Source: an optimization exercise on an open RTL-to-GDS flow (aim: small area, a short achievable clock period and few clock cycles per item). Production flows keep margins and buffers that such runs may drop.
Where RTL was checked, it was by simulation tests only, not by an equivalence proof against the original.
Power is estimated from default activity; no workload was simulated.

==> flow/design.v <==
`timescale 1ns / 1ps
module decimal_to_bcd #(
    parameter INPUT_WIDTH = 14,
    parameter DECIMAL_DIGITS = 4
)(
    input wire clk_i,
    input wire rst_i,
    input wire start_i,
    input wire [INPUT_WIDTH-1 : 0] binary_i,
    output reg [DECIMAL_DIGITS*4-1 : 0] bcd_o,
    output reg done_o
);
function [3:0] dstep;
    input [2:0] q;
    input c;
    begin
        dstep[3] = (c & q[2]) | q[0] | (q[1] & q[2]);
        dstep[2] = (c & ~q[0] & q[1]) | (~c & q[1] & ~q[2]);
        dstep[1] = (c & ~q[2]) | q[0] | (~c & q[2]);
        dstep[0] = (c & q[0]) | (~c & ~q[1] & q[2]);
    end
endfunction
function [3:0] tobcd;
    input [2:0] q;
    input c;
    begin
        tobcd[3] = q[0];
        tobcd[2] = q[2];
        tobcd[1] = (~q[0] & q[1]);
        tobcd[0] = c;
    end
endfunction
function [15:0] front;
    input [13:0] b;
    reg [11:0] q;
    reg [3:0] h, c, t;
    integer i, j;
    begin
        q = 12'd0;
        h = 4'd0;
        for (i = 0; i < 9; i = i + 1) begin
            c = {h[2:0], b[13 - i]};
            for (j = 0; j < 4; j = j + 1) begin
                t = dstep(q[j*3 +: 3], c[j]);
                q[j*3 +: 3] = t[2:0];
                h[j] = t[3];
            end
        end
        c = {h[2:0], b[4]};
        for (j = 0; j < 4; j = j + 1)
            front[j*4 +: 4] = {q[j*3 +: 3], c[j]};
    end
endfunction
function [15:0] back;
    input [19:0] m;
    reg [11:0] q;
    reg [3:0] h, c, t;
    integer i, j;
    begin
        for (j = 0; j < 4; j = j + 1) begin
            t = dstep(m[4 + j*4 + 1 +: 3], m[4 + j*4]);
            q[j*3 +: 3] = t[2:0];
            h[j] = t[3];
        end
        for (i = 0; i < 3; i = i + 1) begin
            c = {h[2:0], m[3 - i]};
            for (j = 0; j < 4; j = j + 1) begin
                t = dstep(q[j*3 +: 3], c[j]);
                q[j*3 +: 3] = t[2:0];
                h[j] = t[3];
            end
        end
        c = {h[2:0], m[0]};
        for (j = 0; j < 4; j = j + 1)
            back[j*4 +: 4] = tobcd(q[j*3 +: 3], c[j]);
    end
endfunction
wire [15:0] front_w = front(binary_i);
reg  [16:0] mid;
always @(posedge clk_i) begin
    mid <= {front_w[12], front_w[11], front_w[10], front_w[9], front_w[8], front_w[7], front_w[6], front_w[5], front_w[4], front_w[3], front_w[2], front_w[1], front_w[0], binary_i[3:0]};
end
always @(posedge clk_i or posedge rst_i) begin
    if (rst_i) done_o <= 1'b0;
    else       done_o <= start_i;
end
wire [19:0] midx = {1'b0, 1'b0, 1'b0, mid[16], mid[15], mid[14], mid[13], mid[12], mid[11], mid[10], mid[9], mid[8], mid[7], mid[6], mid[5], mid[4], mid[3:0]};
always @(*) bcd_o = back(midx);
endmodule
Settings: LEC_CHECK=0, ABC_AREA=1, CAP_MARGIN=20, CORE_MARGIN=2, CORE_UTILIZATION=40, SLEW_MARGIN=20; clock period 10.0 ns.
standard.sh (not shown) runs the stock make flow with config.mk's settings and CLKGATE_MAP_FILE= SYNTH_SCRIPT=/design/flow/synth_recipe.tcl, a recipe that flattens the netlist after the stock synthesis.
==> flow/flow/run.sh <==
#!/bin/bash
# Own layout flow: the standard layout (standard.sh), changed in three ways:
#  - synthesis is ORFS's own synth script (standard.sh synth) with ORFS's ABC
#    area script swapped for flow/abc_area.script; only the combinational
#    mapping changes, the registers and their names are the standard ones;
#  - the port buffers use the smallest buffer instead of the default cell;
#  - clock tree synthesis uses clkbuf_4 cells and no dummy load cell.
# Each make run writes its full output to a log file here (ORFS also keeps
# its per-step logs under orfs/logs).
set -euo pipefail
W=$(pwd)
BUF=sky130_fd_sc_hd__buf_1
CTS="-sink_clustering_enable -repair_clock_nets -dont_use_dummy_load -root_buf sky130_fd_sc_hd__clkbuf_4 -buf_list sky130_fd_sc_hd__clkbuf_4 -sink_clustering_size 30 -sink_clustering_max_diameter 500"
rm -rf "$W/scripts_mod"
cp -r "$FLOW_HOME/scripts" "$W/scripts_mod"
cp "$W/flow/abc_area.script" "$W/scripts_mod/abc_area.script"
bash standard.sh SCRIPTS_DIR="$W/scripts_mod" ABC_AREA=1 synth > "$W/synth.log" 2>&1
bash standard.sh "BUFFER_PORTS_ARGS=-buffer_cell $BUF" "CTS_ARGS=$CTS" finish > "$W/layout.log" 2>&1
==> flow/flow/abc_area.script <==
strash
&get -n
&dch -f
&nf -R 1000
&put
topo
dnsize -c
Rerun with:
--- a/flow/design.v
+++ b/flow/design.v
@@ -15,8 +15,8 @@
     input c;
     begin
-        dstep[3] = (c & q[2]) | q[0] | (q[1] & q[2]);
-        dstep[2] = (c & ~q[0] & q[1]) | (~c & q[1] & ~q[2]);
-        dstep[1] = (c & ~q[2]) | q[0] | (~c & q[2]);
-        dstep[0] = (c & q[0]) | (~c & ~q[1] & q[2]);
+        dstep[3] = (c & q[1]) | (q[0] & q[1]);
+        dstep[2] = (q[0] & ~q[1]) | (~c & q[0] & ~q[2]) | (c & q[0] & q[2]);
+        dstep[1] = (~c & ~q[0] & q[2]) | (c & q[0]) | (q[0] & ~q[2]);
+        dstep[0] = (~c & q[1]) | (c & ~q[2]);
     end
 endfunction
@@ -25,7 +25,7 @@
     input c;
     begin
-        tobcd[3] = q[0];
+        tobcd[3] = (q[1] & ~q[2]);
         tobcd[2] = q[2];
-        tobcd[1] = (~q[0] & q[1]);
+        tobcd[1] = (q[0] & ~q[1]) | (q[0] & q[2]);
         tobcd[0] = c;
     end
Effect:
- critical path depth came out lower by 1
- power came out higher by 18%
- clock power stays flat
- worst hold slack got worse by 0.0045 ns
- design area came out higher by about 3%
- core utilization came out lower by 1.6 points
- synthesized area came out higher by 2.8%
- combinational power came out higher by 24%
- via count came out lower by 8.8%
- cell count came out lower by about 1.3%
No functional check of the RTL was part of any run of this note.

decimal_to_bcd, a different RTL version from the one above (not shown whole).
Size: about 400 cells after synthesis, roughly 17 flip-flops, about 2000 um2 of cells after synthesis.
==> module decimal_to_bcd, before the edit <==
module decimal_to_bcd #(
    parameter INPUT_WIDTH = 14,
    parameter DECIMAL_DIGITS = 4
)(
    input wire clk_i,
    input wire rst_i,
    input wire start_i,
    input wire [INPUT_WIDTH-1 : 0] binary_i,
    output reg [DECIMAL_DIGITS*4-1 : 0] bcd_o,
    output reg done_o
);
function [3:0] add3;
    input [3:0] d;
    begin
        add3[3] = d[3] | (d[2] & (d[1] | d[0]));
        add3[2] = (d[3] & d[0]) | (d[2] & ~d[1] & ~d[0]);
        add3[1] = (d[1] & (~d[2] | d[0])) | (d[3] & ~d[0]);
        add3[0] = (~d[3] & ~d[2] & d[0]) | (d[2] & d[1] & ~d[0]) | (d[3] & ~d[0]);
    end
endfunction
function [21:0] front;
    input [13:0] b;
    reg [29:0] sr;
    integer i, d;
    begin
        sr = {16'd0, b};
        for (i = 0; i < 8; i = i + 1) begin
            for (d = 0; d < 4; d = d + 1)
                sr[14 + d*4 +: 4] = add3(sr[14 + d*4 +: 4]);
            sr = sr << 1;
        end
        front = sr[29:8];
    end
endfunction
function [15:0] back;
    input [21:0] s;
    reg [29:0] sr;
    integer i, d;
    begin
        sr = {s, 8'd0};
        for (i = 8; i < 14; i = i + 1) begin
            for (d = 0; d < 4; d = d + 1)
                sr[14 + d*4 +: 4] = add3(sr[14 + d*4 +: 4]);
            sr = sr << 1;
        end
        back = sr[29:14];
    end
endfunction
wire [21:0] front_w = front(binary_i);
reg  [15:0] mid;
always @(posedge clk_i) begin
    mid <= front_w[15:0];
end
always @(posedge clk_i or posedge rst_i) begin
    if (rst_i) done_o <= 1'b0;
    else       done_o <= start_i;
end
always @(*) begin
    bcd_o = back({{(22-16){1'b0}}, mid});
end
endmodule
export LEC_CHECK = 0
export ABC_AREA = 1
export CAP_MARGIN = 20
export CORE_MARGIN = 2
export CORE_UTILIZATION = 40
export SLEW_MARGIN = 20
create_clock -name core_clock -period 10.0 [get_ports {clk_i}]
run.sh (not shown) runs the stock make flow with config.mk's settings and CLKGATE_MAP_FILE= SYNTH_SCRIPT=/design/flow/synth_recipe.tcl, a recipe that flattens the netlist after the stock synthesis.
Stock flow here: none of the scripts above is used.
Then changed:
--- a/flow/design.v
+++ b/flow/design.v
@@ -20,5 +20,5 @@
     end
 endfunction
-function [21:0] front;
+function [17:0] front;
     input [13:0] b;
     reg [29:0] sr;
@@ -26,19 +26,19 @@
     begin
         sr = {16'd0, b};
-        for (i = 0; i < 8; i = i + 1) begin
+        for (i = 0; i < 12; i = i + 1) begin
             for (d = 0; d < 4; d = d + 1)
                 sr[14 + d*4 +: 4] = add3(sr[14 + d*4 +: 4]);
             sr = sr << 1;
         end
-        front = sr[29:8];
+        front = sr[29:12];
     end
 endfunction
 function [15:0] back;
-    input [21:0] s;
+    input [17:0] s;
     reg [29:0] sr;
     integer i, d;
     begin
-        sr = {s, 8'd0};
-        for (i = 8; i < 14; i = i + 1) begin
+        sr = {s, 12'd0};
+        for (i = 12; i < 14; i = i + 1) begin
             for (d = 0; d < 4; d = d + 1)
                 sr[14 + d*4 +: 4] = add3(sr[14 + d*4 +: 4]);
@@ -48,8 +48,8 @@
     end
 endfunction
-wire [21:0] front_w = front(binary_i);
-reg  [15:0] mid;
+wire [17:0] front_w = front(binary_i);
+reg  [16:0] mid;
 always @(posedge clk_i) begin
-    mid <= front_w[15:0];
+    mid <= front_w[16:0];
 end
 always @(posedge clk_i or posedge rst_i) begin
@@ -58,5 +58,5 @@
 end
 always @(*) begin
-    bcd_o = back({{(22-16){1'b0}}, mid});
+    bcd_o = back({{(18-17){1'b0}}, mid});
 end
 endmodule
The changed run completed with no timing, DRC or antenna violations.
Non-clock buffer count does not change.
Global-route usage stays flat.
Clock power increases by 16%.
Area after synthesis increases by 6.9%.
Total power decreases by 11%.
Wire length increases by 7.9%.
No functional check of the RTL was part of any run of this note.

JK:
decimal_to_bcd, a different RTL version from the one above (not shown whole).
For scale: about 400 cells after synthesis, roughly 18 flip-flops, roughly 0.0022 mm^2 of cells after synthesis.
==> module decimal_to_bcd, before the edit <==
module decimal_to_bcd #(
    parameter INPUT_WIDTH = 14,
    parameter DECIMAL_DIGITS = 4
)(
    input wire clk_i,
    input wire rst_i,
    input wire start_i,
    input wire [INPUT_WIDTH-1 : 0] binary_i,
    output reg [DECIMAL_DIGITS*4-1 : 0] bcd_o,
    output reg done_o
);
function [3:0] add3;
    input [3:0] d;
    begin
        add3[3] = d[3] | (d[2] & (d[1] | d[0]));
        add3[2] = (d[3] & d[0]) | (d[2] & ~d[1] & ~d[0]);
        add3[1] = (d[1] & (~d[2] | d[0])) | (d[3] & ~d[0]);
        add3[0] = (~d[3] & ~d[2] & d[0]) | (d[2] & d[1] & ~d[0]) | (d[3] & ~d[0]);
    end
endfunction
function [18:0] front;
    input [13:0] b;
    reg [29:0] sr;
    integer i, d;
    begin
        sr = {16'd0, b};
        for (i = 0; i < 11; i = i + 1) begin
            for (d = 0; d < 4; d = d + 1)
                sr[14 + d*4 +: 4] = add3(sr[14 + d*4 +: 4]);
            sr = sr << 1;
        end
        front = sr[29:11];
    end
endfunction
function [15:0] back;
    input [18:0] s;
    reg [29:0] sr;
    integer i, d;
    begin
        sr = {s, 11'd0};
        for (i = 11; i < 14; i = i + 1) begin
            for (d = 0; d < 4; d = d + 1)
                sr[14 + d*4 +: 4] = add3(sr[14 + d*4 +: 4]);
            sr = sr << 1;
        end
        back = sr[29:14];
    end
endfunction
wire [18:0] front_w = front(binary_i);
reg  [16:0] mid;
always @(posedge clk_i) begin
    mid <= front_w[16:0];
end
always @(posedge clk_i or posedge rst_i) begin
    if (rst_i) done_o <= 1'b0;
    else       done_o <= start_i;
end
always @(*) begin
    bcd_o = back({{(19-17){1'b0}}, mid});
end
endmodule
export LEC_CHECK = 0
export ABC_AREA = 1
export CAP_MARGIN = 20
export CORE_MARGIN = 2
export CORE_UTILIZATION = 40
export SLEW_MARGIN = 20
create_clock -name core_clock -period 10.0 [get_ports {clk_i}]
standard.sh (not shown) runs the stock make flow with config.mk's settings and CLKGATE_MAP_FILE= SYNTH_SCRIPT=/design/flow/synth_recipe.tcl, a recipe that flattens the netlist after the stock synthesis.
==> flow/flow/run.sh <==
#!/bin/bash
# Own layout flow: the standard layout (standard.sh) with
#  - synthesis run through ORFS's own synth script, but with the ABC area
#    script replaced by flow/abc_area.script (combinational mapping only;
#    registers and their names are the standard synthesis's),
#  - the port buffers made from a fast small buffer instead of the default,
set -euo pipefail
W=$(pwd)
BUF=${BUF:-sky130_fd_sc_hd__buf_1}
MARGIN=${MARGIN:-0}
CTS="-sink_clustering_enable -repair_clock_nets -dont_use_dummy_load -sink_clustering_size 30 -sink_clustering_max_diameter 200"
rm -rf "$W/scripts_mod"
cp -r "$FLOW_HOME/scripts" "$W/scripts_mod"
cp "$W/flow/abc_area.script" "$W/scripts_mod/abc_area.script"
bash standard.sh SCRIPTS_DIR="$W/scripts_mod" ABC_AREA=1 synth > "$W/synth.log" 2>&1
bash standard.sh "BUFFER_PORTS_ARGS=-buffer_cell $BUF" "CTS_ARGS=$CTS" SETUP_SLACK_MARGIN=$MARGIN finish > "$W/layout.log" 2>&1
==> flow/flow/abc_area.script <==
strash
dch
map -B 0.9
topo
buffer -c
upsize -c
dnsize -c
The inputs of MS differ from those of JK as listed below.
==> flow/design.v <==
`timescale 1ns / 1ps
module decimal_to_bcd #(
    parameter INPUT_WIDTH = 14,
    parameter DECIMAL_DIGITS = 4
)(
    input wire clk_i,
    input wire rst_i,
    input wire start_i,
    input wire [INPUT_WIDTH-1 : 0] binary_i,
    output reg [DECIMAL_DIGITS*4-1 : 0] bcd_o,
    output reg done_o
);
function [3:0] add3;
    input [3:0] d;
    begin
        add3[3] = d[3] | (d[2] & (d[1] | d[0]));
        add3[2] = (d[3] & d[0]) | (d[2] & ~d[1] & ~d[0]);
        add3[1] = (d[1] & (~d[2] | d[0])) | (d[3] & ~d[0]);
        add3[0] = (~d[3] & ~d[2] & d[0]) | (d[2] & d[1] & ~d[0]) | (d[3] & ~d[0]);
    end
endfunction
function [19:0] front;
    input [13:0] b;
    reg [29:0] sr;
    integer i, d;
    begin
        sr = {16'd0, b};
        for (i = 0; i < 10; i = i + 1) begin
            for (d = 0; d < 4; d = d + 1)
                sr[14 + d*4 +: 4] = add3(sr[14 + d*4 +: 4]);
            sr = sr << 1;
        end
        front = sr[29:10];
    end
endfunction
function [15:0] back;
    input [19:0] s;
    reg [29:0] sr;
    integer i, d;
    begin
        sr = {s, 10'd0};
        for (i = 10; i < 14; i = i + 1) begin
            for (d = 0; d < 4; d = d + 1)
                sr[14 + d*4 +: 4] = add3(sr[14 + d*4 +: 4]);
            sr = sr << 1;
        end
        back = sr[29:14];
    end
endfunction
wire [19:0] front_w = front(binary_i);
reg  [16:0] mid;
always @(posedge clk_i) begin
    mid <= front_w[16:0];
end
always @(posedge clk_i or posedge rst_i) begin
    if (rst_i) done_o <= 1'b0;
    else       done_o <= start_i;
end
always @(*) begin
    bcd_o = back({{(20-17){1'b0}}, mid});
end
endmodule
--- outcome ---
- On minimum clock period after layout, the higher figure sits with MS, not JK.
- Combinational group share of total power in MS vs JK: up 2.3 points
- | buffer share of cell area | MS vs JK | 0.44 points higher |
- Overall global routing resource usage: higher on JK
- MS: flow completed, timing, DRC and antenna clean
- Summary — height of the chip, MS relative to JK: lower, by about 4%.
- From JK to MS the numbers moved as follows: cell area after layout shows a reduction of about 8%; total power moved up; final routed wire length divided by cell count decreased by 0.35 um relative to the old numbers; width of the die went down about 4%.
Testbench counts of MS, summed over its fixed seeds: cycles 2,048, items 2,048.
Function not checked in JK: the RTL went through the layout flow alone.

-- port drivers added, routing unchanged --
How much do the figures lean on ideal ports? The routed layouts below were timed once more, with nothing changed but the port constraints. Step 1: set_driving_cell puts a clkbuf_16 on clk_i and a buf_2 on each other input, an assumption about the parent block. Step 2 moves the port delays by t, midway between the first and last clock arrival at a register: inputs arrive t later, outputs are due t later. That takes back most of the time a late clock gives input paths. Three values: no drivers, after step 1, after step 2; two values: the first two.
| run | t, ns | slack for setup (ns) | worst setup path at the end |
|---|---|---|---|
| the first run of note 1 | 0.294 | 5.331 / 5.309 / 5.233 | input to register |
| the second run of note 1 | 0.301 | 5.467 / 5.444 / 5.384 | input to register |
| the first run of note 2 | 0.268 | 5.192 / 5.171 / 5.438 | register to output |
| the second run of note 2 | 0.269 | 5.322 / 5.320 / 5.051 | input to register |
| JK | 0.268 | 5.993 / 5.994 / 5.727 | input to register |
| MS | 0.268 | 5.585 / 5.561 / 5.828 | register to output |
After both steps setup and hold are still met in every run listed. The setup slack of the second run of note 2, which loses most, moves by -0.002 ns with the drivers and by -0.271 ns with both steps.
